Background: an optimization exercise with open tools, aiming at small area. Do not read the settings as production practice.
Function was checked by simulation only, so behaviour that the tests miss may differ from the original.
Power and IR drop assume default switching activity.

==> flow/design.v <==
module usb_rx (
    input logic clk,
    input logic n_rst,
    input logic dplus_in,
    input logic dminus_in,
    input logic [6:0] buffer_occupancy,
    output logic [2:0] rx_packet,
    output logic rx_data_ready,
    output logic rx_transfer_active,
    output logic rx_error,
    output logic flush,
    output logic store_rx_packet_data,
    output logic [7:0] rx_packet_data
);
    localparam logic [3:0] S_IDLE = 4'd0,
                           S_SYNC_WAIT = 4'd14,
                           S_MATCH = 4'd6,
                           S_TOKEN = 4'd10,
                           S_MATCH_ERR = 4'd9,
                           S_HS = 4'd4,
                           S_DATA = 4'd12,
                           S_INOUT = 4'd7,
                           S_STORE = 4'd8,
                           S_DATA_WAIT = 4'd13,
                           S_EOP1 = 4'd3,
                           S_EOP2 = 4'd11,
                           S_PACK = 4'd15,
                           S_EOP_ERROR = 4'd1,
                           S_ERROR = 4'd2;
    logic dp_meta, dp_s, dm_meta, dm_s, dp_prev, dec_prev;
    logic [2:0] q1;
    logic [3:0] cnt;
    logic [3:0] state, nxt_state;
    logic [2:0] nxt_pid;
    logic active, shift_en, byte_received, d_edge, eop, d_orig;
    logic addr_en, eop_en, address_comp, eop_1_comp, eop_comp;
    assign shift_en = q1 == 3'd4;
    assign byte_received = cnt[3];
    assign d_edge = dp_prev & !dp_s;
    assign eop = !dm_s & !dp_s;
    assign d_orig = !(dp_s ^ dec_prev);
    assign address_comp = cnt == 4'd15 && q1 == 3'd3;
    assign eop_1_comp = cnt == 4'd8;
    assign eop_comp = cnt == 4'd0;
    always_ff @(posedge clk, negedge n_rst) begin
        if (!n_rst) begin
            dp_meta <= 1'b1;
            dp_s <= 1'b1;
            dm_meta <= 1'b0;
            dm_s <= 1'b0;
            dp_prev <= 1'b0;
            dec_prev <= 1'b1;
            rx_packet_data <= 8'hff;
            q1 <= 3'd0;
            cnt <= 4'd0;
            state <= S_IDLE;
            rx_packet <= 3'd0;
        end else begin
            dp_meta <= dplus_in;
            dp_s <= dp_meta;
            dm_meta <= dminus_in;
            dm_s <= dm_meta;
            dp_prev <= dp_s;
            if (!active) dec_prev <= 1'b1;
            else if (shift_en) dec_prev <= dp_s;
            if (shift_en) rx_packet_data <= {rx_packet_data[6:0], d_orig};
            q1 <= active ? q1 + 3'd1 : 3'd0;
            if (!active || (nxt_state == S_INOUT && !addr_en) || (nxt_state == S_EOP1 && state != S_EOP1))
                cnt <= 4'd0;
            else if (addr_en) begin
                if (shift_en) cnt <= cnt + 4'd1;
            end else if (eop_en) cnt <= cnt + 4'd1;
            else if (shift_en) cnt <= cnt[3] ? 4'd1 : cnt + 4'd1;
            state <= nxt_state;
            rx_packet <= nxt_pid;
        end
    end
    always_comb begin
        nxt_state = state;
        nxt_pid = 3'd0;
        active = 1'b1;
        flush = 1'b0;
        rx_error = 1'b0;
        store_rx_packet_data = 1'b0;
        rx_data_ready = 1'b0;
        addr_en = 1'b0;
        eop_en = 1'b0;
        case (state)
            S_IDLE: begin
                active = 1'b0;
                if (d_edge) nxt_state = S_SYNC_WAIT;
            end
            S_SYNC_WAIT: begin
                flush = 1'b1;
                if (byte_received) nxt_state = S_MATCH;
                else if (eop) nxt_state = S_ERROR;
            end
            S_MATCH: begin
                if (rx_packet_data == 8'b00000001) nxt_state = S_TOKEN;
                else begin
                    rx_error = 1'b1;
                    nxt_state = S_MATCH_ERR;
                end
            end
            S_TOKEN: begin
                case (rx_packet_data)
                    8'b00011110: begin nxt_state = S_INOUT; nxt_pid = 3'b010; end
                    8'b10010110: begin nxt_state = S_INOUT; nxt_pid = 3'b001; end
                    8'b00111100: begin nxt_state = S_DATA; nxt_pid = 3'b011; end
                    8'b10110100: begin nxt_state = S_DATA; nxt_pid = 3'b100; end
                    8'b00101101: begin nxt_state = S_HS; nxt_pid = 3'b101; end
                    8'b10100101: begin nxt_state = S_HS; nxt_pid = 3'b111; end
                    8'b11100001: begin nxt_state = S_HS; nxt_pid = 3'b000; end
                    default: begin
                        if (eop && !byte_received) begin
                            rx_error = 1'b1;
                            nxt_state = S_ERROR;
                        end else if (eop) nxt_state = S_EOP1;
                    end
                endcase
            end
            S_MATCH_ERR: begin
                rx_error = 1'b1;
                if (eop) nxt_state = S_EOP1;
            end
            S_HS: nxt_state = S_EOP1;
            S_DATA: begin
                if (eop || buffer_occupancy == 7'd64) nxt_state = S_ERROR;
                else if (byte_received) nxt_state = S_STORE;
            end
            S_INOUT: begin
                addr_en = 1'b1;
                if (address_comp) nxt_state = S_EOP1;
                else if (eop) nxt_state = S_ERROR;
            end
            S_STORE: begin
                store_rx_packet_data = 1'b1;
                if (eop) nxt_state = S_EOP1;
                else if (buffer_occupancy == 7'd64) nxt_state = S_ERROR;
                else nxt_state = S_DATA_WAIT;
            end
            S_DATA_WAIT: begin
                if (byte_received) nxt_state = S_STORE;
                else if (eop) nxt_state = S_EOP1;
            end
            S_EOP1: begin
                eop_en = 1'b1;
                if (eop_1_comp) nxt_state = eop ? S_EOP2 : S_EOP_ERROR;
            end
            S_EOP2: begin
                eop_en = 1'b1;
                if (eop_comp && eop) nxt_state = S_PACK;
            end
            S_PACK: begin
                rx_data_ready = 1'b1;
                nxt_state = S_IDLE;
            end
            S_EOP_ERROR: begin
                active = 1'b0;
                rx_error = 1'b1;
                if (d_edge) nxt_state = S_MATCH;
            end
            S_ERROR: begin
                active = 1'b0;
                rx_error = 1'b1;
                flush = 1'b1;
                if (d_edge) nxt_state = S_MATCH;
            end
            default: ;
        endcase
    end
    assign rx_transfer_active = active;
endmodule
module usb_tx (
    input logic clk,
    input logic n_rst,
    input logic [2:0] tx_packet,
    input logic [7:0] tx_packet_data,
    input logic [6:0] buffer_occupancy,
    output logic tx_transfer_active,
    output logic tx_error,
    output logic get_tx_packet_data,
    output logic dplus_out,
    output logic dminus_out
);
    localparam logic [3:0] IDLE = 4'd0, SYNC = 4'd1, ID = 4'd2, DATA = 4'd3, CRC1 = 4'd4,
                           CRC2 = 4'd5, EOP1 = 4'd6, EOP2 = 4'd7, EEOP1 = 4'd8;
    localparam logic [1:0] T_SHORT1 = 2'd0, T_SHORT2 = 2'd1, T_LONG = 2'd2;
    logic [3:0] state, next_state;
    logic [1:0] tstate;
    logic [3:0] c1, c2;
    logic next_load_enable_reg, shift_encoder;
    logic [2:0] tx_packet_reg, tx_packet_sync;
    logic [7:0] sr, parallel_data;
    logic active, shift_strobe, packet_done, next_load_enable, load_enable, next_eop;
    logic occ0, next_d_plus;
    assign occ0 = buffer_occupancy == 7'd0;
    assign active = state != IDLE;
    assign tx_transfer_active = active;
    assign tx_error = state == EEOP1;
    assign next_eop = state == EOP1 || state == EOP2 || state == EEOP1;
    assign shift_strobe = c1[3] && (c1[0] == (tstate == T_LONG));
    assign packet_done = c2[3] && shift_strobe;
    assign next_load_enable = tx_packet == 3'd1 || tx_packet == 3'd2 || tx_packet == 3'd3 || tx_packet == 3'd4;
    assign load_enable = next_load_enable && !next_load_enable_reg && !active;
    assign tx_packet_sync = active ? tx_packet_reg : tx_packet;
    assign get_tx_packet_data = packet_done &&
        ((state == ID && tx_packet_sync == 3'd1) || (state == DATA && !occ0));
    assign next_d_plus = !active ? 1'b1 : (shift_encoder && !sr[0]) ? !dplus_out : dplus_out;
    always_ff @(posedge clk, negedge n_rst) begin
        if (!n_rst) begin
            state <= IDLE;
            tstate <= T_SHORT1;
            c1 <= 4'd0;
            c2 <= 4'd0;
            next_load_enable_reg <= 1'b0;
            shift_encoder <= 1'b0;
            dplus_out <= 1'b1;
            dminus_out <= 1'b0;
        end else begin
            state <= next_state;
            next_load_enable_reg <= next_load_enable;
            shift_encoder <= shift_strobe || load_enable;
            if (!active) begin
                tstate <= T_SHORT1;
                c1 <= 4'd0;
                c2 <= 4'd0;
            end else begin
                if (shift_strobe) begin
                    case (tstate)
                        T_SHORT1: tstate <= T_SHORT2;
                        T_SHORT2: tstate <= T_LONG;
                        default: tstate <= T_SHORT1;
                    endcase
                end
                c1 <= shift_strobe ? 4'd1 : c1 + 4'd1;
                if (shift_strobe || c1 == 4'd0) c2 <= c2[3] ? 4'd1 : c2 + 4'd1;
            end
            if (next_eop) begin
                dplus_out <= 1'b0;
                dminus_out <= 1'b0;
            end else begin
                dplus_out <= next_d_plus;
                dminus_out <= !next_d_plus;
            end
        end
    end
    always_ff @(posedge clk) begin
        tx_packet_reg <= tx_packet_sync;
        if (load_enable || packet_done) sr <= parallel_data;
        else if (shift_strobe) sr <= {1'b1, sr[7:1]};
    end
    always_comb begin
        next_state = state;
        case (state)
            IDLE: if (tx_packet != 3'd0) next_state = SYNC;
            SYNC: if (packet_done) next_state = ID;
            ID: if (packet_done) begin
                    if (tx_packet_sync == 3'd1) next_state = occ0 ? EEOP1 : DATA;
                    else next_state = EOP1;
                end
            DATA: if (packet_done && occ0) next_state = CRC1;
            CRC1: if (packet_done) next_state = CRC2;
            CRC2: if (packet_done) next_state = EOP1;
            EOP1: if (shift_strobe) next_state = EOP2;
            EOP2: if (shift_strobe) next_state = IDLE;
            EEOP1: if (shift_strobe) next_state = EOP2;
            default: ;
        endcase
    end
    always_comb begin
        parallel_data = 8'hff;
        case (state)
            IDLE: parallel_data = 8'b10000000;
            SYNC: case (tx_packet_sync)
                    3'd1: parallel_data = 8'b11000011;
                    3'd2: parallel_data = 8'b11010010;
                    3'd3: parallel_data = 8'b01011010;
                    3'd4: parallel_data = 8'b00011110;
                    default: ;
                endcase
            ID: parallel_data = tx_packet_data;
            DATA: parallel_data = occ0 ? 8'b10011111 : tx_packet_data;
            CRC1: parallel_data = 8'b00100010;
            default: ;
        endcase
    end
endmodule
module data_buffer (
    input logic clk,
    input logic n_rst,
    input logic get_rx_data,
    input logic store_tx_data,
    input logic [7:0] tx_data,
    input logic clear,
    input logic get_tx_packet_data,
    input logic [7:0] rx_packet_data,
    input logic store_rx_packet_data,
    input logic flush,
    output logic [6:0] buffer_occupancy,
    output logic [7:0] rx_data,
    output logic [7:0] tx_packet_data
);
logic [7:0] mem [0:62];
logic [5:0] w_addr, r_addr;
logic st, gt, occ64, occ0, wr_ok, rd_ok, w63, r63, w0, r0;
logic [5:0] wslot, rslot;
logic do_write, do_read_tx, do_read_rx, wr_any, rd_clr, fl;
logic [7:0] wd, rd;
logic [62:0] wsel, rsel;
assign st = store_rx_packet_data | store_tx_data;
assign gt = get_rx_data | get_tx_packet_data;
assign occ64 = buffer_occupancy[6];
assign occ0 = buffer_occupancy == 7'd0;
assign wr_ok = !occ64 && buffer_occupancy[5:0] != 6'd63;
assign rd_ok = buffer_occupancy[6:1] != 6'd0;
assign w63 = w_addr == 6'd63;
assign r63 = r_addr == 6'd63;
assign w0 = w_addr == 6'd0;
assign r0 = r_addr == 6'd0;
assign wslot = w63 ? 6'd0 : w_addr;
assign rslot = r63 ? 6'd0 : r_addr;
assign wr_any = st && wr_ok;
assign do_write = wr_any && (store_rx_packet_data || !w63 || !r0);
assign do_read_tx = !st && get_tx_packet_data && rd_ok && !(r63 && w0);
assign rd_clr = !st && get_tx_packet_data && rd_ok && r63 && w0;
assign do_read_rx = !st && !get_tx_packet_data && get_rx_data && rd_ok && (r_addr != w_addr);
assign fl = !st && !gt && (flush || clear);
assign wd = store_rx_packet_data ? rx_packet_data : tx_data;
always_ff @(posedge clk, negedge n_rst) begin
    if (!n_rst) begin
        buffer_occupancy <= 7'd0;
        w_addr <= 6'd0;
        r_addr <= 6'd0;
    end else begin
        if (st) begin
            if (!occ64) buffer_occupancy <= buffer_occupancy + 7'd1;
        end else if (gt) begin
            if (!occ0) buffer_occupancy <= buffer_occupancy - 7'd1;
        end else if (flush || clear) begin
            buffer_occupancy <= 7'd0;
        end
        if (fl) begin
            w_addr <= 6'd0;
            r_addr <= 6'd0;
            end else begin
            if (wr_any) w_addr <= do_write ? wslot + 6'd1 : 6'd0;
            if (do_read_tx || do_read_rx) r_addr <= rslot + 6'd1;
            else if (rd_clr) r_addr <= 6'd0;
        end
    end
end
logic [7:0] whi_n, wlo_n, rhi_n, rlo_n;
fifo_predec_en pwh (.en(do_write), .a(w_addr[5:3]), .y_n(whi_n));
fifo_predec pwl (.a(w_addr[2:0]), .y_n(wlo_n));
fifo_predec prh (.a(r_addr[5:3]), .y_n(rhi_n));
fifo_predec prl (.a(r_addr[2:0]), .y_n(rlo_n));
fifo_sel wdec (.hi_n(whi_n), .lo_n(wlo_n), .sel(wsel));
fifo_sel rdec (.hi_n(rhi_n), .lo_n(rlo_n), .sel(rsel));
genvar s, b;
generate
    for (s = 0; s < 63; s = s + 1) begin : g_slot
        always_ff @(posedge clk) begin
            if (wsel[s]) mem[s] <= wd;
        end
    end
    for (b = 0; b < 8; b = b + 1) begin : g_bit
        logic [62:0] col;
        for (s = 0; s < 63; s = s + 1) begin : g_col
            assign col[s] = mem[s][b];
        end
        fifo_rdbit rb (.sel(rsel), .d(col), .y(rd[b]));
    end
endgenerate
assign tx_packet_data = do_read_tx ? rd : 8'd0;
assign rx_data = do_read_rx ? rd : 8'd0;
endmodule
module fifo_sel (
    input logic [7:0] hi_n,
    input logic [7:0] lo_n,
    output logic [62:0] sel
);
always_comb begin
    for (int k = 0; k < 63; k++) sel[k] = !(hi_n[k / 8] | lo_n[k % 8]);
    sel[0] = !((hi_n[0] | lo_n[0]) & (hi_n[7] | lo_n[7]));
end
endmodule
module fifo_predec (
    input logic [2:0] a,
    output logic [7:0] y_n
);
always_comb
    for (int k = 0; k < 8; k++) y_n[k] = a != k;
endmodule
module fifo_predec_en (
    input logic en,
    input logic [2:0] a,
    output logic [7:0] y_n
);
always_comb
    for (int k = 0; k < 8; k++) y_n[k] = !(en && a == k);
endmodule
module fifo_rdbit (
    input logic [62:0] sel,
    input logic [62:0] d,
    output logic y
);
logic [20:0] part_n;
genvar g;
generate
    for (g = 0; g < 21; g = g + 1) begin : g_aoi
        fifo_aoi3 u (.a(sel[3 * g +: 3]), .b(d[3 * g +: 3]), .y(part_n[g]));
    end
endgenerate
assign y = !(&part_n);
endmodule
module fifo_aoi3 (
    input logic [2:0] a,
    input logic [2:0] b,
    output logic y
);
assign y = !((a[0] & b[0]) | (a[1] & b[1]) | (a[2] & b[2]));
endmodule
module ahb_lite_slave_cdl (
    input logic clk,
    input logic n_rst,
    input logic [2:0] rx_packet,
    input logic rx_data_ready,
    input logic rx_transfer_active,
    input logic rx_error,
    input logic [6:0] buffer_occupancy,
    input logic tx_transfer_active,
    input logic tx_error,
    input logic [7:0] rx_data,
    output logic get_rx_data,
    output logic store_tx_data,
    output logic [7:0] tx_data,
    output logic clear,
    output logic [2:0] tx_packet,
    output logic d_mode,
    input logic hsel,
    input logic [7:0] haddr,
    input logic [1:0] hsize,
    input logic [1:0] htrans,
    input logic [2:0] hburst,
    input logic hwrite,
    input logic [31:0] hwdata,
    output logic [31:0] hrdata,
    output logic hresp,
    output logic hready
);
    localparam logic [3:0] IDLE = 4'd0,
                           LOAD2 = 4'd11,
                           LOAD3 = 4'd10,
                           LOAD4 = 4'd1,
                           DONE = 4'd14,
                           HOLD = 4'd12,
                           STORE1 = 4'd7,
                           STORE2 = 4'd13,
                           STORE3 = 4'd4,
                           STORE4 = 4'd9;
    logic write;
    logic [3:0] addr;
    logic [1:0] size;
    logic [31:0] db, db1;
    logic [3:0] state, nstate;
    logic [31:0] n_hrdata;
    logic [3:0] db_we;       
    logic [3:0] db1_we;      
    logic n_clear, tp_we;
    logic a_lo, a0, a1, a2, a3, rd, rd_start;
    assign a_lo = haddr[7:2] == 6'd0;
    assign a0 = a_lo && haddr[1:0] == 2'd0;
    assign a1 = a_lo && haddr[1:0] == 2'd1;
    assign a2 = a_lo && haddr[1:0] == 2'd2;
    assign a3 = a_lo && haddr[1:0] == 2'd3;
    assign rd = hsel && !hwrite;
    assign rd_start = rd && htrans == 2'd2 && a_lo && hsize != 2'd3;
    assign hresp = (hwrite && (haddr == 8'd4 || haddr == 8'd5 || haddr == 8'd6 || haddr == 8'd7 || haddr == 8'd8)) ||
                   haddr == 8'd9 || haddr == 8'd10 || haddr == 8'd11 || haddr > 8'd13;
    assign d_mode = tx_transfer_active;
    always_ff @(posedge clk, negedge n_rst) begin
        if (!n_rst) begin
            hrdata <= 32'd0;
            write <= 1'b0;
            size <= 2'd0;
            db <= 32'd0;
            state <= IDLE;
            tx_packet <= 3'd0;
            clear <= 1'b0;
            db1 <= 32'd0;
        end else begin
            hrdata <= n_hrdata;
            if (a0 && htrans == 2'd2) size <= hsize;
            write <= hwrite;
            for (int k = 0; k < 4; k++) begin
                if (db_we[k]) db[8 * k +: 8] <= rx_data;
                if (db1_we[k]) db1[8 * k +: 8] <= hwdata[8 * k +: 8];
            end
            state <= nstate;
            if (tp_we) tx_packet <= hwdata[2:0];
            else if (tx_transfer_active) tx_packet <= 3'd0;
            clear <= n_clear;
        end
    end
    always_ff @(posedge clk) addr <= haddr[3:0];
    logic wr_go;
    assign wr_go = write && hsel && addr[3:2] == 2'b00 && size != 2'd3;
    always_comb begin
        nstate = state;
        hready = 1'b1;
        get_rx_data = 1'b0;
        store_tx_data = 1'b0;
        db_we = 4'd0;
        tx_data = 8'd0;
        case (state)
            IDLE: begin
                if (rd_start) begin
                    hready = 1'b0;
                    get_rx_data = 1'b1;
                    case (hsize)
                        2'd0: begin
                            nstate = DONE;
                            db_we[haddr[1:0]] = 1'b1;
                        end
                        2'd1: begin
                            nstate = haddr[1] ? LOAD4 : LOAD2;
                            db_we = haddr[1] ? 4'b0100 : 4'b0001;
                        end
                        default: begin
                            nstate = LOAD2;
                            db_we = 4'b0001;
                        end
                    endcase
                end
                if (wr_go) begin
                    case (size)
                        2'd0: case (addr[1:0])
                                2'd0: nstate = STORE1;
                                2'd1: nstate = STORE2;
                                2'd2: nstate = STORE3;
                                default: nstate = STORE4;
                            endcase
                        2'd1: nstate = addr[1] ? STORE3 : STORE1;
                        default: nstate = STORE1;
                    endcase
                end
            end
            LOAD2: begin
                hready = 1'b0;
                get_rx_data = 1'b1;
                db_we = 4'b0010;
                nstate = size == 2'd2 ? LOAD3 : DONE;
            end
            LOAD3: begin
                hready = 1'b0;
                get_rx_data = 1'b1;
                db_we = 4'b0100;
                nstate = LOAD4;
            end
            LOAD4: begin
                hready = 1'b0;
                get_rx_data = 1'b1;
                db_we = 4'b1000;
                nstate = DONE;
            end
            DONE: nstate = HOLD;
            HOLD: nstate = IDLE;
            STORE1: begin
                hready = 1'b0;
                store_tx_data = 1'b1;
                tx_data = db1[7:0];
                nstate = (size == 2'd1 || size == 2'd2) ? STORE2 : IDLE;
            end
            STORE2: begin
                hready = 1'b0;
                store_tx_data = 1'b1;
                tx_data = db1[15:8];
                nstate = size == 2'd2 ? STORE3 : IDLE;
            end
            STORE3: begin
                hready = 1'b0;
                store_tx_data = 1'b1;
                tx_data = db1[23:16];
                nstate = (size == 2'd1 || size == 2'd2) ? STORE4 : IDLE;
            end
            STORE4: begin
                hready = 1'b0;
                store_tx_data = 1'b1;
                tx_data = db1[31:24];
                nstate = IDLE;
            end
            default: ;
        endcase
    end
    logic wdp;
    assign wdp = hsel && write;
    always_comb begin
        db1_we = 4'd0;
        n_clear = 1'b0;
        tp_we = 1'b0;
        if (wdp && size != 2'd3) begin
            if (addr[3:2] == 2'b00) begin
                case (size)
                    2'd0: db1_we[addr[1:0]] = 1'b1;
                    2'd1: db1_we = addr[1] ? 4'b1100 : 4'b0011;
                    default: db1_we = 4'b1111;
                endcase
            end
            if (addr == 4'd12) tp_we = hwdata <= 32'd4;
            if (addr == 4'd13) n_clear = hwdata[0];
        end
    end
    logic s0, s1, s2, a4, a5, a6, a7, a8, a12, a13;
    logic [3:0] ld_db;
    logic f_occ, f_tp0, f_clr0, f_tpc, f_err1, f_st2, full;
    logic p0_4, p0_5, p0_6, p0_7, p1_45;
    logic [31:0] fv, n_simple;
    logic [4:0] pid_bits;
    assign pid_bits = {rx_packet == 3'b111, rx_packet == 3'b110, rx_packet == 3'b010, rx_packet == 3'b001, rx_data_ready};
    assign s0 = rd && hsize == 2'd0;
    assign s1 = rd && hsize == 2'd1;
    assign s2 = rd && hsize == 2'd2;
    assign a4 = haddr == 8'd4;
    assign a5 = haddr == 8'd5;
    assign a6 = haddr == 8'd6;
    assign a7 = haddr == 8'd7;
    assign a8 = haddr == 8'd8;
    assign a12 = haddr == 8'd12;
    assign a13 = haddr == 8'd13;
    assign ld_db[0] = (s0 && a0) || (s1 && (a0 || a1)) || (s2 && a_lo);
    assign ld_db[1] = (s0 && a1) || (s1 && (a0 || a1)) || (s2 && a_lo);
    assign ld_db[2] = (s0 && a2) || (s1 && (a2 || a3)) || (s2 && a_lo);
    assign ld_db[3] = (s0 && a3) || (s1 && (a2 || a3)) || (s2 && a_lo);
    assign f_occ = (s0 || s1 || s2) && a8;
    assign f_tp0 = s0 && a12;
    assign f_clr0 = s0 && a13;
    assign f_tpc = (s1 || s2) && (a12 || a13);
    assign f_err1 = s1 && (a6 || a7);
    assign f_st2 = s2 && (a4 || a5 || a6 || a7);
    assign full = f_occ || f_tp0 || f_clr0 || f_tpc || f_err1 || f_st2;
    assign p0_4 = s0 && a4;
    assign p0_5 = s0 && a5;
    assign p0_6 = s0 && a6;
    assign p0_7 = s0 && a7;
    assign p1_45 = s1 && (a4 || a5);
    always_comb begin
        fv = 32'd0;
        if (f_occ) fv[6:0] = buffer_occupancy;
        if (f_tp0 || f_tpc) fv[2:0] = tx_packet;
        if (f_clr0) fv[0] = clear;
        if (f_tpc) fv[8] = clear;
        if (f_err1 || f_st2) begin
            fv[0] = f_err1 ? rx_error : pid_bits[0];
            fv[8] = f_err1 ? tx_error : rx_transfer_active;
        end
        if (f_st2) begin
            fv[4:1] = pid_bits[4:1];
            fv[9] = tx_transfer_active;
            fv[16] = rx_error;
            fv[24] = tx_error;
        end
    end
    genvar b;
    generate
        for (b = 0; b < 32; b = b + 1) begin : g_hr
            if (b <= 6 || b == 8 || b == 9 || b == 16 || b == 24) begin : g_v
                ahb_hr_bit u (.ld(ld_db[b / 8]), .d(db[b]), .full(full), .fv(fv[b]), .hold(hrdata[b]), .y(n_simple[b]));
            end else begin : g_z
                ahb_hr_bitz u (.ld(ld_db[b / 8]), .d(db[b]), .full_n(!full), .hold(hrdata[b]), .y(n_simple[b]));
            end
        end
    endgenerate
    always_comb begin
        n_hrdata = n_simple;
        if (p0_4 || p1_45) begin
            n_hrdata[0] = rx_data_ready;
            n_hrdata[4:1] = hrdata[4:1] | pid_bits[4:1];
        end
        if (p0_5 || p1_45) n_hrdata[9:8] = {tx_transfer_active, rx_transfer_active};
        if (p0_6) n_hrdata[0] = rx_error;
        if (p0_7) n_hrdata[8] = tx_error;
    end
endmodule
module ahb_hr_bit (
    input logic ld,
    input logic d,
    input logic full,
    input logic fv,
    input logic hold,
    output logic y
);
    assign y = ld ? d : full ? fv : hold;
endmodule
module ahb_hr_bitz (
    input logic ld,
    input logic d,
    input logic full_n,
    input logic hold,
    output logic y
);
    assign y = ld ? d : hold & full_n;
endmodule
module usb_cdl(
    input logic clk,
    input logic n_rst,
    input logic hsel,
    input logic [7:0] haddr,
    input logic [1:0] hsize,
    input logic [1:0] htrans,
    input logic [2:0] hburst,
    input logic hwrite,
    input logic [31:0] hwdata,
    output logic [31:0] hrdata,
    output logic hresp,
    output logic hready,
    input logic dplus_in,
    input logic dminus_in,
    output logic dplus_out,
    output logic dminus_out,
    output logic d_mode
);
    logic [2:0] rx_packet;
    logic rx_data_ready, rx_transfer_active, rx_error, flush, store_rx_packet_data;
    logic [2:0] tx_packet;
    logic tx_data_ready, tx_transfer_active, tx_error, get_tx_packet_data;
    logic get_rx_data, store_rx_data, get_tx_data, store_tx_data, clear;
    logic [6:0] buffer_occupancy;
    logic [7:0] rx_data, tx_data, tx_packet_data, rx_packet_data;
    ahb_lite_slave_cdl DUT1(
		.clk(clk), .n_rst(n_rst),
        .rx_packet(rx_packet),
        .rx_data_ready(rx_data_ready),
        .rx_transfer_active(rx_transfer_active),
        .rx_error(rx_error),
        .buffer_occupancy(buffer_occupancy),
        .tx_transfer_active(tx_transfer_active),
        .tx_error(tx_error),
        .rx_data(rx_data),
        .get_rx_data(get_rx_data),
        .store_tx_data(store_tx_data),
        .tx_data(tx_data),
        .clear(clear),
        .tx_packet(tx_packet),
        .d_mode(d_mode),
        .hsel(hsel),
        .haddr(haddr),
        .hsize(hsize),
        .htrans(htrans),
        .hburst(hburst),
        .hwrite(hwrite),
        .hwdata(hwdata),
        .hrdata(hrdata),
        .hresp(hresp),
        .hready(hready)
    );
    usb_rx DUT2 (
		.clk(clk), .n_rst(n_rst),
        .dplus_in(dplus_in),
        .dminus_in(dminus_in),
        .buffer_occupancy(buffer_occupancy),
        .rx_packet(rx_packet),
        .rx_data_ready(rx_data_ready),
        .rx_transfer_active(rx_transfer_active),
        .rx_error(rx_error),
        .flush(flush),
        .store_rx_packet_data(store_rx_packet_data),
        .rx_packet_data(rx_packet_data)
    );
    usb_tx DUT3 (
		.clk(clk), .n_rst(n_rst),
        .tx_packet(tx_packet),
        .tx_packet_data(tx_packet_data),
        .buffer_occupancy(buffer_occupancy),
        .tx_transfer_active(tx_transfer_active),
        .tx_error(tx_error),
        .get_tx_packet_data(get_tx_packet_data),
        .dplus_out(dplus_out),
        .dminus_out(dminus_out)
    );
    data_buffer DUT4 (
		.clk(clk), .n_rst(n_rst),
        .buffer_occupancy(buffer_occupancy),
        .rx_data(rx_data),
        .get_rx_data(get_rx_data),
        .store_tx_data(store_tx_data),
        .tx_data(tx_data),
        .clear(clear),
        .tx_packet_data(tx_packet_data),
        .get_tx_packet_data(get_tx_packet_data),
        .rx_packet_data(rx_packet_data),
        .store_rx_packet_data(store_rx_packet_data),
        .flush(flush)
    );
endmodule
==> flow/flow/run.sh <==
#!/bin/bash
# Own layout flow: the standard flow (standard.sh) with
# - synthesis by flow/area_synth.tcl: the standard flow's synthesis script with an
#   area-oriented ABC mapping script (flow/area.abc);
# - a smaller clock tree: sink clusters of up to 14 flip-flops under clkbuf_8
#   leaf buffers, no dummy loads;
# - minimum-size (buf_1) port buffers.
# Each step's log is under orfs/logs/; standard.sh's output is in standard.log.
set -e
cat >> config.mk <<EOC
export AREA_ABC_SCRIPT = $PWD/flow/area.abc
export CTS_ARGS = -sink_clustering_enable -repair_clock_nets -sink_clustering_size 14 -sink_clustering_max_diameter 50 -buf_list sky130_fd_sc_hd__clkbuf_8 -dont_use_dummy_load
export BUFFER_PORTS_ARGS = -buffer_cell sky130_fd_sc_hd__buf_1
EOC
bash standard.sh SYNTH_SCRIPT=$PWD/flow/area_synth.tcl finish > standard.log 2>&1
==> flow/flow/area.abc <==
strash
&get -n
&fraig -x
&put
scorr
dc2
strash
&get -n
&dch -f
&nf -R 1000 -p -F 8 -A 4
&put
==> flow/flow/area_synth.tcl <==
# The standard flow's synthesis script (synth_recipe.tcl) with one change: ABC maps the
# logic with an area-oriented script (flow/area.abc, given by AREA_ABC_SCRIPT)
# instead of ORFS's delay-oriented one. Registers are mapped before ABC runs,
# so they are the same as in the standard synthesis.
proc synth {args} { yosys synth -nofsm -noshare {*}$args }
proc abc {args} {
  set i [lsearch -exact $args -script]
  if {$i >= 0} { set args [lreplace $args $i [expr {$i + 1}] -script $::env(AREA_ABC_SCRIPT)] }
  yosys abc {*}$args
}
source $::env(SCRIPTS_DIR)/synth.tcl
# left out here: clear keep_hierarchy, flatten, clean up, hide names made inside functions, write 1_2_yosys.v
==> flow/standard.sh <==
#!/bin/bash
# synth_recipe.tcl (not shown) runs the flow's synth.tcl, then flattens the netlist and writes it again
# the make line also repeats each setting of config.mk as NAME=value (left out here)
make -C /OpenROAD-flow-scripts/flow DESIGN_CONFIG=/design/flow/config.mk WORK_HOME=/design/flow/orfs CLKGATE_MAP_FILE= SYNTH_SCRIPT=/design/flow/synth_recipe.tcl "${@:-finish}"
==> flow/config.mk <==
export PLATFORM = sky130hd
export DESIGN_NAME = usb_cdl
export DESIGN_NICKNAME = usb_cdl
export VERILOG_FILES = /design/flow/design.v
export SDC_FILE = /design/flow/constraint.sdc
export NUM_CORES = 4
export LEC_CHECK = 0
export CAP_MARGIN = 20
export CORE_MARGIN = 2
export CORE_UTILIZATION = 65
export CTS_BUF_LIST = sky130_fd_sc_hd__clkbuf_8
export CTS_CLUSTER_DIAMETER = 50
export CTS_CLUSTER_SIZE = 16
export SLEW_MARGIN = 20
export SYNTH_HIERARCHICAL = 1
export AREA_ABC_SCRIPT = /design/flow/flow/area.abc
export CTS_ARGS = -sink_clustering_enable -repair_clock_nets -sink_clustering_size 14 -sink_clustering_max_diameter 50 -buf_list sky130_fd_sc_hd__clkbuf_8 -dont_use_dummy_load
export BUFFER_PORTS_ARGS = -buffer_cell sky130_fd_sc_hd__buf_1
==> flow/constraint.sdc <==
create_clock -name core_clock -period 10.0 [get_ports {clk}]
set_input_delay 2.0000 -clock core_clock [delete_from_list [all_inputs] [get_ports {clk}]]
set_output_delay 2.0000 -clock core_clock [all_outputs]
set_load 0.01 [all_outputs]
==> results.py, run 1 <==
metrics = {
    "worst_setup_path": {
        "arrival_ns": 4.19,
        "max_stage_delay_ns": 0.55,
        "cp_slowest_cell": "nor4_1",
        "cp-end-kind": "output port",
        "crit_required_ns": 8.00,
        "crit_chain": "buf_1 -> nor4_1 -> nor2b_1 -> nand2b_1 -> nor3b_1 -> nand3_1 -> nand3_1 -> nor2_1 -> buf_1",
        "startpoint_type": "input pin",
        "critPathKind": "input pin to output port",
        "path_max_fanout": 5,
    },
    "global_route": {
        "grtUsageTotal_pct": 30.5,
        "grt_pass1_vias": 17300,
        "antenna_found_initial": 0,
        "overflow": 0,
        "grt_pass1_wl_mm": 101,
        "grt_max_degree": 66,
    },
    "yosys": {
        "netlist_instances": 1919,
        "ys_async_sr_fraction_pct": 24.9,
        "yosys_register_bits": 691,
        "synth_enable_flop_cells": 512,
        "ys_warn_count": 14,
        "synth.avg_cell_area_sq_um": 14.4,
        "synth.yosys.seq_area_share_pct": 71.7,
        "synth-main-ff-cell": "edfxtp_1",
        "syn_area_sq_um": 27700,
        "synth_nets": 1990,
        "ys_types": 54,
    },
    "floorplanning": {
        "die_h_um": 210,
        "coreArea_sq_um": 41900,
        "dieWidth_um": 210,
        "floorplan.initialDensity_pct": 66.0,
        "rows": 75,
        "die_area_sq_um": 44200,
        "io-pin-count": 90,
    },
    "sta": {
        "fin_crit_sh_pct": 61.9,
        "setup_viol": 0,
        "worst_slack_ns": 3.81,
        "worst_slew_pin_slew_ns": 1.03,
        "final_max_slew_viol_count": 0,
        "finalClockSkew_ns": 0.0964,
        "final_hold_viol_count": 0,
        "rsz0062_at_grt": "false",
        "post-route-min-period_ns": 6.19,
        "holdWs_ns": 0.352,
        "max_freq_mhz": 162,
        "finalSetupTns_ns": 0,
        "slew_headroom_pct": 31.3,
    },
    "clocking": {
        "clkSinkCount": 691,
        "clock-root-buffer": "clkbuf_8",
        "clockBufferDepth": 3,
        "path_clk_slew_ns": 0.07,
        "cts_buffers": 59,
        "cts_tree": "yes",
        "hold_buffers": 0,
        "cts.repair.resized": 0,
        "htree_levels": 2,
        "postCtsSetupBuffers": 0,
        "insertion_delay_ns": 0.73,
    },
    "detailed_routing": {
        "finalWirelength_mm": 67.4,
        "firstDrtPassIters": 9,
        "vias": 18200,
        "via_per_inst": 6.93,
        "drc": 0,
        "detail-route-antenna-nets": 0,
        "drt_iter0_drc": 3064,
        "post_drt_wl_per_cell_um": 25.7,
    },
    "place": {
        "place_hpwl_mm": 43.3,
        "gp_congestion": 0.900,
        "placement.io_buffers": 86,
        "pre_cts_slack_ns": 3.88,
    },
    "layout": {
        "largest_reg_flops": 504,
        "nets": 2153,
        "layout-area-overhead-vs-synth_pct": 6.99,
        "antenna_cells": 0,
        "drive_gt1_share_pct": 4.71,
        "nFillCells": 2879,
        "multi_input_area_sq_um": 7710,
        "ff_latch_area_sq_um": 19800,
        "largest-register": "DUT4.mem",
    },
    "flow_run": {
        "max_cap_violations": 0,
    },
    "power_and_ir_drop": {
        "powerDensity_nw_per_um2": 214,
        "total_power_mw": 6.34,
        "peakVddDrop_mv": 0.135,
        "p_leak_nw": 10.1,
    },
    "status": {
        "outcome": "complete, no violations",
    },
    "worst_hold_path": {
        "hp-class": "flip-flop to flip-flop",
    },
}
==> cell usage after synthesis, types with 10 or more instances <==
cell | count | area, sq um
ha_1 | 18 | 225
clkinv_1 | 31 | 116
nand2b_1 | 11 | 68.8
mux2i_1 | 15 | 150
a22oi_1 | 19 | 143
nand4_1 | 48 | 300
mux2_1 | 80 | 901
a31oi_1 | 17 | 106
and3_1 | 13 | 81.3
o21ai_0 | 77 | 385
dfrtp_1 | 160 | 4000
a21oi_1 | 56 | 280
and2_0 | 14 | 87.6
a222oi_1 | 169 | 1690
dfstp_2 | 12 | 315
nand2_1 | 166 | 623
nand3b_1 | 12 | 90.1
nor3_1 | 32 | 160
nand3_1 | 48 | 240
edfxtp_1 | 512 | 15400
nor2_1 | 221 | 830
nor4_1 | 27 | 169
a22o_1 | 10 | 87.6
xnor2_1 | 11 | 96.3
nor2b_1 | 37 | 231
==> path summary, 6_finish.rpt <==
kind | cells past startpoint | slack, ns | startpoint | endpoint
worst max register to register | 15 | 4.74 | DUT3.state[1]$_DFFE_PN0P_ | DUT4.buffer_occupancy[1]$_DFFE_PN0P_
worst max-delay path | 9 | 3.81 | haddr[5] | hready
worst min register to register | 0 | 0.35 | DUT2.dm_meta$_DFF_PN0_ | DUT2.dm_s$_DFF_PN0_
worst min-delay path | 0 | 0.35 | DUT2.dm_meta$_DFF_PN0_ | DUT2.dm_s$_DFF_PN0_
max in group asynchronous | 3 | 6.56 | n_rst | DUT1.db1[20]$_DFFE_PN0P_
min in group asynchronous | 1 | 1.37 | n_rst | DUT1.hrdata[27]$_DFF_PN0_
==> logic make-up (layout without fill, tap and decap cells) <==
kind of cell	after synthesis	count (layout)	share of synthesized area (%)
flip-flops	691	691	71.7
AND/OR/NAND/NOR	667	667	11.5
AO/OA/AOI/OAI	395	395	11.1
multiplexers	95	95	3.80
buffers and inverters	33	194	0.475
XOR/XNOR	20	20	0.633
adder cells (fa/ha/maj)	18	18	0.814
==> layout by cell type, fill, tap and decap left out, types with 12 or more instances in the layout <==
master / instances
edfxtp_1: 512
nor2_1: 221
a222oi_1: 169
nand2_1: 166
dfrtp_1: 160
buf_1: 85
o21ai_0: 76
mux2_1: 72
clkbuf_8: 59
a21oi_1: 56
nand3_1: 48
nand4_1: 48
nor2b_1: 37
nor3_1: 32
clkinv_1: 31
nor4_1: 27
a22oi_1: 19
ha_1: 18
a31oi_1: 17
buf_4: 17
mux2i_1: 15
and2_0: 14
and3_1: 13
dfstp_2: 12
nand3b_1: 12
==> area by class of cell <==
type,count,share of cell area (%)
Inverter,31,0.393
Multi-Input combinational cell,1195,26.0
Clock buffer,59,2.74
Sequential cell,691,67.0
Tap cell,539,2.28
Timing Repair Buffer,104,1.56
==> report_power, final <==
part	internal, mW	switching [mW]	leakage [nW]
logic	0.387	0.967	2.67
clock network	0.523	0.846	0.424
registers	3.45	0.172	7.00
==> worst max-delay path, delay by kind of cell <==
kind          cells  cell delay, ns
buf+inv           2            0.23
simple gates      7            1.96
==> stage by stage <==
stage / instances / cell area (sq um) / util, %
4_1_cts: 2618 / 29600 / 70.6
6_report: 2619 / 29600 / 70.6
2_1_floorplan: 1919 / 27700 / -
5_1_grt: 2619 / 29600 / 70.6
3_5_place_dp: 2559 / 28800 / 68.6
3_3_place_gp: 2559 / 28800 / 68.6
==> Yosys stat by module, one instance, submodules excluded, excerpt <==
module	flops+latches	cell area (sq um)	copies in the design	cells
ahb_hr_bitz	0	12.5	21	3
fifo_aoi3	0	10.0	168	1
usb_rx	28	1630	1	190
ahb_hr_bit	0	18.8	11	3
fifo_sel	0	239	2	63
fifo_predec_en	0	60.1	1	12
fifo_predec	0	58.8	3	9
usb_tx	29	1500	1	168
ahb_lite_slave_cdl	111	4730	1	395
==> per-layer routing <==
metal | global-route usage, % | up-vias | part of all wire [%]
met5 | 0 | - | 0
met4 | 12.0 | 0 | 3.5
met1 | 42.1 | 8947 | 39
met3 | 5.10 | 138 | 9.2
li1 | - | 8065 | -
met2 | 49.5 | 1000 | 48
==> inputs of run 2 (changes only) <==
--- a/flow/design.v
+++ b/flow/design.v
@@ -49,10 +49,8 @@
             dm_meta <= 1'b0;
             dm_s <= 1'b0;
             dp_prev <= 1'b0;
-            dec_prev <= 1'b1;
             rx_packet_data <= 8'hff;
             q1 <= 3'd0;
-            cnt <= 4'd0;
             state <= S_IDLE;
             rx_packet <= 3'd0;
         end else begin
@@ -61,20 +59,22 @@
             dm_meta <= dminus_in;
             dm_s <= dm_meta;
             dp_prev <= dp_s;
-            if (!active) dec_prev <= 1'b1;
-            else if (shift_en) dec_prev <= dp_s;
             if (shift_en) rx_packet_data <= {rx_packet_data[6:0], d_orig};
             q1 <= active ? q1 + 3'd1 : 3'd0;
-            if (!active || (nxt_state == S_INOUT && !addr_en) || (nxt_state == S_EOP1 && state != S_EOP1))
-                cnt <= 4'd0;
-            else if (addr_en) begin
-                if (shift_en) cnt <= cnt + 4'd1;
-            end else if (eop_en) cnt <= cnt + 4'd1;
-            else if (shift_en) cnt <= cnt[3] ? 4'd1 : cnt + 4'd1;
             state <= nxt_state;
             rx_packet <= nxt_pid;
         end
     end
+    always_ff @(posedge clk) begin
+        if (!active) dec_prev <= 1'b1;
+        else if (shift_en) dec_prev <= dp_s;
+        if (!active || (nxt_state == S_INOUT && !addr_en) || (nxt_state == S_EOP1 && state != S_EOP1))
+            cnt <= 4'd0;
+        else if (addr_en) begin
+            if (shift_en) cnt <= cnt + 4'd1;
+        end else if (eop_en) cnt <= cnt + 4'd1;
+        else if (shift_en) cnt <= cnt[3] ? 4'd1 : cnt + 4'd1;
+    end
     always_comb begin
         nxt_state = state;
         nxt_pid = 3'd0;
@@ -210,32 +210,10 @@
     always_ff @(posedge clk, negedge n_rst) begin
         if (!n_rst) begin
             state <= IDLE;
-            tstate <= T_SHORT1;
-            c1 <= 4'd0;
-            c2 <= 4'd0;
-            next_load_enable_reg <= 1'b0;
-            shift_encoder <= 1'b0;
             dplus_out <= 1'b1;
             dminus_out <= 1'b0;
         end else begin
             state <= next_state;
-            next_load_enable_reg <= next_load_enable;
-            shift_encoder <= shift_strobe || load_enable;
-            if (!active) begin
-                tstate <= T_SHORT1;
-                c1 <= 4'd0;
-                c2 <= 4'd0;
-            end else begin
-                if (shift_strobe) begin
-                    case (tstate)
-                        T_SHORT1: tstate <= T_SHORT2;
-                        T_SHORT2: tstate <= T_LONG;
-                        default: tstate <= T_SHORT1;
-                    endcase
-                end
-                c1 <= shift_strobe ? 4'd1 : c1 + 4'd1;
-                if (shift_strobe || c1 == 4'd0) c2 <= c2[3] ? 4'd1 : c2 + 4'd1;
-            end
             if (next_eop) begin
                 dplus_out <= 1'b0;
                 dminus_out <= 1'b0;
@@ -246,6 +224,23 @@
         end
     end
     always_ff @(posedge clk) begin
+        next_load_enable_reg <= next_load_enable;
+        shift_encoder <= shift_strobe || load_enable;
+        if (!active) begin
+            tstate <= T_SHORT1;
+            c1 <= 4'd0;
+            c2 <= 4'd0;
+        end else begin
+            if (shift_strobe) begin
+                case (tstate)
+                    T_SHORT1: tstate <= T_SHORT2;
+                    T_SHORT2: tstate <= T_LONG;
+                    default: tstate <= T_SHORT1;
+                endcase
+            end
+            c1 <= shift_strobe ? 4'd1 : c1 + 4'd1;
+            if (shift_strobe || c1 == 4'd0) c2 <= c2[3] ? 4'd1 : c2 + 4'd1;
+        end
         tx_packet_reg <= tx_packet_sync;
         if (load_enable || packet_done) sr <= parallel_data;
         else if (shift_strobe) sr <= {1'b1, sr[7:1]};
==> run 2 against run 1 <==
- synthesized cell count down 0.42%
- sequential power about the same
- combinational power about the same
- die area down 0.38%
- critical endpoint unchanged
- largest power group unchanged
==> results.py, run 2 <==
metrics = {
    "status": {
        "outcome": "complete, no violations",
    },
    "worst_setup_path": {
        "critPathKind": "input pin to output port",
        "arrival_ns": 4.20,
        "crit_required_ns": 8.00,
        "path_max_fanout": 5,
        "startpoint_type": "input pin",
        "cp-end-kind": "output port",
    },
    "detailed_routing": {
        "via_per_inst": 6.92,
        "firstDrtPassIters": 7,
        "drc": 0,
        "vias": 18100,
        "detail-route-antenna-nets": 0,
        "post_drt_wl_per_cell_um": 25.5,
        "drt_iter0_drc": 2901,
        "finalWirelength_mm": 66.7,
    },
    "yosys": {
        "synth.yosys.seq_area_share_pct": 71.6,
        "ys_types": 56,
        "syn_area_sq_um": 27600,
        "synth_nets": 1982,
        "yosys-top-cells-count": "edfxtp_1, nor2_1, nand2_1, a222oi_1, dfrtp_1",
        "ys_top_cells_by_area": "edfxtp_1, dfrtp_1, a222oi_1, mux2_1, nor2_1",
        "yosysTopAreaCellShare_pct": 55.8,
        "synth_enable_flop_cells": 512,
        "yosysMostFrequentCell": "edfxtp_1",
        "ys_warn_count": 14,
        "yosys_register_bits": 691,
        "yosysTopAreaCell": "edfxtp_1",
        "synth-main-ff-cell": "edfxtp_1",
        "synth.avg_cell_area_sq_um": 14.4,
        "netlist_instances": 1911,
        "ys_async_sr_fraction_pct": 22.4,
    },
    "clocking": {
        "postCtsSetupBuffers": 0,
        "clkSinkCount": 691,
        "path_clk_slew_ns": 0.08,
        "cts_tree": "yes",
        "hold_buffers": 0,
        "cts.repair.resized": 0,
        "insertion_delay_ns": 0.69,
        "htree_levels": 2,
        "clockBufferDepth": 3,
        "cts_buffers": 59,
        "clock-root-buffer": "clkbuf_8",
    },
    "global_route": {
        "grt_pass1_wl_mm": 102,
        "grtUsageTotal_pct": 30.5,
        "grt_max_degree": 64,
        "grt_pass1_vias": 17500,
        "overflow": 0,
        "antenna_found_initial": 0,
        "met2_usage_pct": 50.6,
        "use_met3_pct": 4.69,
        "grt-busiest-layer": "met2",
        "use_met1_pct": 41.7,
    },
    "sta": {
        "setup_viol": 0,
        "finalClockSkew_ns": 0.0626,
        "max_freq_mhz": 161,
        "slew_headroom_pct": 26.5,
        "worst_slack_ns": 3.80,
        "worst_slew_pin_slew_ns": 1.10,
        "rsz0062_at_grt": "false",
        "final_hold_viol_count": 0,
        "post-route-min-period_ns": 6.20,
        "fin_crit_sh_pct": 62.0,
        "finalSetupTns_ns": 0,
        "final_max_slew_viol_count": 0,
    },
    "layout": {
        "largest-register": "DUT4.mem",
        "final_cell_mix": "edfxtp_1, nor2_1, nand2_1, a222oi_1, dfrtp_1",
        "largest_reg_flops": 504,
        "nets": 2144,
        "final_util_pct": 70.3,
        "antenna_cells": 0,
        "final_common_cell": "edfxtp_1",
        "layout-area-overhead-vs-synth_pct": 7.02,
        "drive_gt1_share_pct": 4.73,
    },
    "power_and_ir_drop": {
        "powerDensity_nw_per_um2": 214,
        "total_power_mw": 6.32,
        "p_leak_nw": 10.0,
        "peakVddDrop_mv": 0.153,
    },
    "place": {
        "pre_cts_slack_ns": 3.88,
        "placement.io_buffers": 86,
        "gp_congestion": 0.942,
        "place_hpwl_mm": 43.7,
    },
    "floorplanning": {
        "dieWidth_um": 210,
        "rows": 75,
        "die_area_sq_um": 44100,
        "floorplan.initialDensity_pct": 65.7,
        "die_h_um": 210,
        "coreArea_sq_um": 41900,
        "io-pin-count": 90,
    },
    "worst_hold_path": {
        "hp-class": "flip-flop to flip-flop",
    },
    "flow_run": {
        "max_cap_violations": 0,
    },
}
## run 2: changes by cell type in the layout (fill, tap and decap cells not counted), sizes merged, moves of 4 or more
cell   before  now
dfxtp       7   24
dfrtp     160  144
nand2     166  172
nand3      48   43
nor2      221  216
o21a        2    7
nor2b      37   33
## run 2: cell type report
type | instances | area, sq um
clock buffer | 59 | 812
fill | 2880 | 12400
inverter | 28 | 105
multi-input combinational | 1190 | 7710
sequential | 691 | 19700
tap | 539 | 674
timing repair buffer | 103 | 454
## run 2: worst max-delay path: stages
cell and delay, ns:
buf_1 0.07, nor4_1 0.54, nor2b_1 0.27, nand2b_1 0.18, nor3b_1 0.41, nand3_1 0.23
nand3_1 0.24, nor2_1 0.08, buf_1 0.17
## run 2: final timing paths
check                                           from                   endpoint  slack [ns]  cells past startpoint
min reg2reg                   DUT2.dm_meta$_DFF_PN0_        DUT2.dm_s$_DFF_PN0_        0.35                      0
max reg2reg                DUT1.state[3]$_DFFE_PN0P_   DUT4.mem[0][6]$_DFFE_PP_        5.32                     10
max                                         haddr[5]                     hready        3.80                      9
min                           DUT2.dm_meta$_DFF_PN0_        DUT2.dm_s$_DFF_PN0_        0.35                      0
min in group asynchronous                      n_rst  DUT1.hrdata[19]$_DFF_PN0_        1.30                      1
max in group asynchronous                      n_rst       DUT2.q1[0]$_DFF_PN0_        6.68                      3
## run 2: power breakdown
group | total [mW] | internal (mW) | switching (mW)
Clock | 1.37 | 0.524 | 0.850
Combinational | 1.32 | 0.387 | 0.936
Sequential | 3.62 | 3.45 | 0.176
## run 2: Yosys stat by module, one instance, submodules excluded, a selection
module,copies in the design,flops+latches
ahb_hr_bit,11,0
usb_rx,1,28
fifo_aoi3,168,0
ahb_lite_slave_cdl,1,111
fifo_rdbit,8,0
ahb_hr_bitz,21,0
data_buffer,1,523
## run 2: cell families after synthesis
kind of cell / count (synthesis) / synth area share (%)
flops: 691 / 71.6
simple gates: 655 / 11.3
compound gates: 401 / 11.3
mux: 97 / 3.89
buf+inv: 30 / 0.436
xor+xnor: 19 / 0.604
fa+ha+maj: 18 / 0.817
## run 2: metal layers
layer  wire, um  share of wire [%]  vias to the layer above
li1           -                  -                     8030
met1      26300                 39                     8963
met2      32500                 49                      924
met3       5690                8.5                      139
met4       2170                3.3                        0
met5          0                  0                        -
## run 2: per-stage QoR
stage	cell area, sq um	hold slack (ns)	std cells
2_1_floorplan	27600	0.331	1911
3_3_place_gp	28700	0.336	2551
3_5_place_dp	28700	0.340	2551
4_1_cts	29500	0.358	2610
5_1_grt	29500	0.372	2610
6_report	29500	0.353	2610
==> inputs of run 3 (changes only) <==
--- a/flow/design.v
+++ b/flow/design.v
@@ -458,6 +458,7 @@
     logic [3:0] addr;
     logic [1:0] size;
     logic [31:0] db, db1;
+    logic [3:0] db_v, db1_v;
     logic [3:0] state, nstate;
     logic [31:0] n_hrdata;
     logic [3:0] db_we;       
@@ -479,26 +480,30 @@
             hrdata <= 32'd0;
             write <= 1'b0;
             size <= 2'd0;
-            db <= 32'd0;
+            db_v <= 4'd0;
             state <= IDLE;
             tx_packet <= 3'd0;
             clear <= 1'b0;
-            db1 <= 32'd0;
+            db1_v <= 4'd0;
         end else begin
             hrdata <= n_hrdata;
             if (a0 && htrans == 2'd2) size <= hsize;
             write <= hwrite;
-            for (int k = 0; k < 4; k++) begin
-                if (db_we[k]) db[8 * k +: 8] <= rx_data;
-                if (db1_we[k]) db1[8 * k +: 8] <= hwdata[8 * k +: 8];
-            end
+            db_v <= db_v | db_we;
+            db1_v <= db1_v | db1_we;
             state <= nstate;
             if (tp_we) tx_packet <= hwdata[2:0];
             else if (tx_transfer_active) tx_packet <= 3'd0;
             clear <= n_clear;
         end
     end
-    always_ff @(posedge clk) addr <= haddr[3:0];
+    always_ff @(posedge clk) begin
+        addr <= haddr[3:0];
+        for (int k = 0; k < 4; k++) begin
+            if (db_we[k]) db[8 * k +: 8] <= rx_data;
+            if (db1_we[k]) db1[8 * k +: 8] <= hwdata[8 * k +: 8];
+        end
+    end
     logic wr_go;
     assign wr_go = write && hsel && addr[3:2] == 2'b00 && size != 2'd3;
     always_comb begin
@@ -564,25 +569,25 @@
             STORE1: begin
                 hready = 1'b0;
                 store_tx_data = 1'b1;
-                tx_data = db1[7:0];
+                tx_data = db1_v[0] ? db1[7:0] : 8'd0;
                 nstate = (size == 2'd1 || size == 2'd2) ? STORE2 : IDLE;
             end
             STORE2: begin
                 hready = 1'b0;
                 store_tx_data = 1'b1;
-                tx_data = db1[15:8];
+                tx_data = db1_v[1] ? db1[15:8] : 8'd0;
                 nstate = size == 2'd2 ? STORE3 : IDLE;
             end
             STORE3: begin
                 hready = 1'b0;
                 store_tx_data = 1'b1;
-                tx_data = db1[23:16];
+                tx_data = db1_v[2] ? db1[23:16] : 8'd0;
                 nstate = (size == 2'd1 || size == 2'd2) ? STORE4 : IDLE;
             end
             STORE4: begin
                 hready = 1'b0;
                 store_tx_data = 1'b1;
-                tx_data = db1[31:24];
+                tx_data = db1_v[3] ? db1[31:24] : 8'd0;
                 nstate = IDLE;
             end
             default: ;
@@ -634,6 +639,9 @@
     assign f_err1 = s1 && (a6 || a7);
     assign f_st2 = s2 && (a4 || a5 || a6 || a7);
     assign full = f_occ || f_tp0 || f_clr0 || f_tpc || f_err1 || f_st2;
+    logic [3:0] ld_v, full_l;
+    assign ld_v = ld_db & db_v;
+    assign full_l = {4{full}} | (ld_db & ~db_v);
     assign p0_4 = s0 && a4;
     assign p0_5 = s0 && a5;
     assign p0_6 = s0 && a6;
@@ -660,9 +668,9 @@
     generate
         for (b = 0; b < 32; b = b + 1) begin : g_hr
             if (b <= 6 || b == 8 || b == 9 || b == 16 || b == 24) begin : g_v
-                ahb_hr_bit u (.ld(ld_db[b / 8]), .d(db[b]), .full(full), .fv(fv[b]), .hold(hrdata[b]), .y(n_simple[b]));
+                ahb_hr_bit u (.ld(ld_v[b / 8]), .d(db[b]), .full(full_l[b / 8]), .fv(fv[b]), .hold(hrdata[b]), .y(n_simple[b]));
             end else begin : g_z
-                ahb_hr_bitz u (.ld(ld_db[b / 8]), .d(db[b]), .full_n(!full), .hold(hrdata[b]), .y(n_simple[b]));
+                ahb_hr_bitz u (.ld(ld_v[b / 8]), .d(db[b]), .full_n(!full_l[b / 8]), .hold(hrdata[b]), .y(n_simple[b]));
             end
         end
     endgenerate
==> flow/flow/run.sh (replaced) <==
#!/bin/bash
# Own layout flow: the standard flow (standard.sh) with
# - synthesis by flow/area_synth.tcl: the standard flow's synthesis script with an
#   area-oriented ABC mapping script (flow/area.abc);
# - a smaller clock tree: sink clusters of up to 18 flip-flops under clkbuf_8
#   leaf buffers, no dummy loads;
# - minimum-size (buf_1) port buffers.
# Each step's log is under orfs/logs/; standard.sh's output is in standard.log.
set -e
cat >> config.mk <<EOC
export AREA_ABC_SCRIPT = $PWD/flow/area.abc
export CTS_ARGS = -sink_clustering_enable -repair_clock_nets -sink_clustering_size 18 -sink_clustering_max_diameter 50 -buf_list sky130_fd_sc_hd__clkbuf_8 -dont_use_dummy_load
export BUFFER_PORTS_ARGS = -buffer_cell sky130_fd_sc_hd__buf_1
EOC
bash standard.sh SYNTH_SCRIPT=$PWD/flow/area_synth.tcl finish > standard.log 2>&1
==> flow/config.mk (replaced) <==
export PLATFORM = sky130hd
export DESIGN_NAME = usb_cdl
export DESIGN_NICKNAME = usb_cdl
export VERILOG_FILES = /design/flow/design.v
export SDC_FILE = /design/flow/constraint.sdc
export NUM_CORES = 4
export LEC_CHECK = 0
export CAP_MARGIN = 20
export CORE_MARGIN = 2
export CORE_UTILIZATION = 70
export CTS_BUF_LIST = sky130_fd_sc_hd__clkbuf_8
export CTS_CLUSTER_DIAMETER = 50
export CTS_CLUSTER_SIZE = 16
export SLEW_MARGIN = 20
export SYNTH_HIERARCHICAL = 1
export AREA_ABC_SCRIPT = /design/flow/flow/area.abc
export CTS_ARGS = -sink_clustering_enable -repair_clock_nets -sink_clustering_size 18 -sink_clustering_max_diameter 50 -buf_list sky130_fd_sc_hd__clkbuf_8 -dont_use_dummy_load
export BUFFER_PORTS_ARGS = -buffer_cell sky130_fd_sc_hd__buf_1
==> run 3 against run 2 <==
- power decreased by 19%
- flip-flop and latch count increased by 8
- area after synthesis decreased by 0.24%
- first-iteration DRC count increased by 1.4%
- core utilization increased by 5.3 points
- critical endpoint unchanged
- cell area decreased by 0.71%
- still clean on timing, DRC and antenna
- clock skew increased by 0.048 ns
==> results.py, run 3 <==
metrics = {
    "status": {
        "outcome": "complete, no violations",
    },
    "place": {
        "place_hpwl_mm": 44.5,
        "placedCellCount": 2495,
        "placement.io_buffers": 86,
        "gp_congestion": 0.912,
    },
    "power_and_ir_drop": {
        "p_seq_share_pct": 64.5,
        "p_sw_mw": 1.30,
        "powerDensity_nw_per_um2": 175,
        "total_power_mw": 5.13,
        "peakVddDrop_mv": 0.175,
        "p_leak_nw": 9.41,
        "comb_power_share_pct": 10.2,
        "internal_power_mw": 3.83,
        "swShare_pct": 25.3,
        "clockPowerShare_pct": 25.4,
    },
    "detailed_routing": {
        "drt_iter0_drc": 2943,
        "post_drt_wl_per_cell_um": 26.2,
        "finalWirelength_mm": 66.8,
        "via_per_inst": 7.08,
        "vias": 18000,
        "drc": 0,
        "detail-route-antenna-nets": 0,
        "firstDrtPassIters": 9,
    },
    "yosys": {
        "yosysMostFrequentCell": "edfxtp_1",
        "ys_top_cells_by_area": "edfxtp_1, dfrtp_1, a222oi_1, nor2_1, nand2_1",
        "syn_area_sq_um": 27500,
        "ys_warn_count": 14,
        "synth-main-ff-cell": "edfxtp_1",
        "ys_types": 58,
        "yosys-top-cells-count": "edfxtp_1, nor2_1, nand2_1, a222oi_1, dfrtp_1",
        "synth_nets": 1950,
        "netlist_instances": 1879,
        "synth.avg_cell_area_sq_um": 14.6,
        "yosysTopAreaCellShare_pct": 62.9,
        "synth_enable_flop_cells": 576,
        "ys_async_sr_fraction_pct": 14.2,
        "yosys_register_bits": 699,
        "yosysTopAreaCell": "edfxtp_1",
        "synth.yosys.seq_area_share_pct": 73.7,
    },
    "sta": {
        "final_hold_viol_count": 0,
        "post-route-min-period_ns": 6.17,
        "max_freq_mhz": 162,
        "finalSetupTns_ns": 0,
        "final_max_slew_viol_count": 0,
        "rsz0062_at_grt": "false",
        "setup_viol": 0,
        "worst_slew_pin_slew_ns": 1.10,
        "fin_crit_sh_pct": 61.7,
        "slew_headroom_pct": 26.3,
        "finalClockSkew_ns": 0.111,
    },
    "worst_hold_path": {
        "hp-class": "flip-flop to flip-flop",
    },
    "worst_setup_path": {
        "path_max_fanout": 5,
        "cp_slowest_cell": "or4_1",
        "cp-end-kind": "output port",
        "arrival_ns": 4.17,
        "crit_chain": "buf_1 -> or4_1 -> nor3_1 -> nand2_1 -> nor2_1 -> nand3_1 -> nand2_1 -> nor2_1 -> buf_1",
        "reg2reg_slack_ns": 5.72,
        "cp_num_buf_inv": 2,
        "crit_path_start": "haddr[5]",
        "startpoint_type": "input pin",
        "critPathKind": "input pin to output port",
        "reg2reg_to": "DUT4.buffer_occupancy[0]$_DFFE_PN0P_",
        "crit_cells": 9,
        "rr_worst_depth": 14,
        "crit_family": "simple AND/OR/NAND/NOR gates",
        "r2r-start": "DUT3.state[0]$_DFFE_PN0P_",
        "max_stage_delay_ns": 0.58,
        "crit_required_ns": 8.00,
        "crit_path_end": "hready",
    },
    "clocking": {
        "postCtsSetupBuffers": 0,
        "insertion_delay_ns": 0.72,
        "cts_tree": "yes",
        "hold_buffers": 0,
        "path_clk_slew_ns": 0.08,
        "clkSinkCount": 699,
        "htree_levels": 2,
        "clockBufferDepth": 3,
        "cts_buffers": 52,
        "cts.repair.resized": 0,
        "clock-root-buffer": "clkbuf_8",
    },
    "global_route": {
        "grt_pass1_wl_mm": 101,
        "grt_pass1_vias": 17100,
        "grt_max_degree": 64,
        "overflow": 0,
        "grtUsageTotal_pct": 33.0,
        "antenna_found_initial": 0,
    },
    "layout": {
        "layout-area-overhead-vs-synth_pct": 6.52,
        "largest_reg_flops": 504,
        "final_common_cell": "edfxtp_1",
        "largest-register": "DUT4.mem",
        "stdcell_count": 2547,
        "drive_gt1_share_pct": 4.34,
        "final_cell_mix": "edfxtp_1, nor2_1, nand2_1, a222oi_1, dfrtp_1",
        "nets": 2102,
        "nFillCells": 2420,
        "antenna_cells": 0,
    },
    "floorplanning": {
        "die_h_um": 202,
        "floorplan.initialDensity_pct": 71.0,
        "dieWidth_um": 202,
        "coreArea_sq_um": 38700,
        "die_area_sq_um": 40900,
        "io-pin-count": 90,
        "rows": 72,
    },
    "flow_run": {
        "max_cap_violations": 0,
    },
}
## run 3: cell types whose count changed after synthesis, sizes merged, moves of 4 or more
cell     before  now
a211oi        5   10
a22oi        19   15
dfrtp       144   88
edfxtp      512  576
mux2         80   16
o2111ai       5    1
or2           3   12
## run 3: worst register-to-register path, cell delays in order (launching register included)
cell and delay, ns:
dfrtp_1 0.52, nor4_2 0.33, buf_4 0.22, clkinv_1 0.36
nand2_1 0.21, nand4_1 0.20, nor3_1 0.33, a31oi_1 0.08
nor2_1 0.27, nor2_1 0.09, nor3_1 0.61, a41oi_1 0.26
and2_0 0.40, a21oi_1 0.24, a21oi_1 0.06
## run 3: worst min-delay path by stage
| stage | startpoint | to | slack (ns) | cells after the start |
|---|---|---|---|---|
| after global routing | DUT2.dp_meta$_DFF_PN1_ | DUT2.dp_s$_DFF_PN1_ | 0.37 | 0 |
| after global placement | DUT2.dm_meta$_DFF_PN0_ | DUT2.dm_s$_DFF_PN0_ | 0.34 | 0 |
| after floorplan | DUT2.dm_meta$_DFF_PN0_ | DUT2.dm_s$_DFF_PN0_ | 0.33 | 0 |
| final | DUT2.dp_meta$_DFF_PN1_ | DUT2.dp_s$_DFF_PN1_ | 0.36 | 0 |
| after CTS | DUT2.dp_meta$_DFF_PN1_ | DUT2.dp_s$_DFF_PN1_ | 0.36 | 0 |
| after detailed placement | DUT2.dm_meta$_DFF_PN0_ | DUT2.dm_s$_DFF_PN0_ | 0.35 | 0 |
## run 3: modules after synthesis (local to each module, per instance), a selection
module | flops+latches | copies in the design
ahb_hr_bitz | 0 | 21
fifo_predec | 0 | 3
ahb_hr_bit | 0 | 11
fifo_sel | 0 | 2
fifo_rdbit | 0 | 8
ahb_lite_slave_cdl | 119 | 1
## run 3: power groups by stage
stage	sequential [mW]	clock (mW)	combinational, mW
after floorplan	3.34	0	0.344
after global placement	3.37	0	0.497
after detailed placement	3.37	0	0.510
after CTS	3.31	1.31	0.511
after global routing	3.32	1.41	0.577
final	3.31	1.30	0.521
## run 3: kinds of logic (layout without fill, tap and decap cells)
family	after synthesis	count (layout)	synth area share [%]
buffers and inverters	33	183	0.478
DFF	699	699	73.7
AOI/OAI and AO/OA	406	406	11.4
and+or+nand+nor	671	671	11.7
adders and majority gates	18	18	0.819
muxes	33	33	1.27
xor gates and xnor gates	19	19	0.605
## run 3: routing by layer
layer | part of all wire, % | up-vias | global-route usage (%)
li1 | - | 7922 | -
met1 | 37 | 8773 | 45.3
met2 | 48 | 1161 | 52.8
met3 | 10 | 189 | 5.29
met4 | 4.9 | 0 | 15.4
met5 | 0 | - | 0
## run 3: area by class of cell
class / instances / area, sq um / share of cell area, %
clock buffer: 52 / 716 / 2.44
inverter: 31 / 116 / 0.397
multi-input combinational: 1147 / 7110 / 24.3
sequential: 699 / 20300 / 69.2
tap: 518 / 648 / 2.21
timing repair buffer: 100 / 432 / 1.47
## run 3: per-stage QoR
stage	area (sq um)	hold slack (ns)	setup WS [ns]	util, %
after floorplan	27500	0.331	4.62	-
after global placement	28600	0.337	3.92	73.8
after detailed placement	28600	0.346	3.90	73.8
after CTS	29300	0.364	3.89	75.6
after global routing	29300	0.371	3.69	75.6
final	29300	0.361	3.83	75.6

## what the ideal ports hide
The results above use ideal ports. As a check the final layouts listed here were re-extracted and re-timed, cells and wires unchanged.
Step 1: set_driving_cell puts a clkbuf_16 on clk and a buf_2 on each other input, an assumption about the parent block.
Step 2, shift: input delay + t, output delay - t, t = (earliest + latest rising clock arrival at the registers) / 2. This alone moves slack from input paths to output paths.
Slacks: ideal / step 1 / step 2; pairs: ideal / step 1.
run	shift t [ns]	setup slack, ns	hold slack, ns	worst setup path after step 2	slew at the worst register clock pin (ns)
run 1	0.733	3.812 / 3.791 / 3.791	0.352 / 0.352 / 0.352	input to output	0.09 / 0.09
run 2	0.708	3.804 / 3.784 / 3.784	0.353 / 0.353 / 0.353	input to output	0.09 / 0.09
run 3	0.724	3.831 / 3.810 / 3.810	0.361 / 0.361 / 0.361	input to output	0.11 / 0.11
After both steps setup and hold are still met in every run listed.
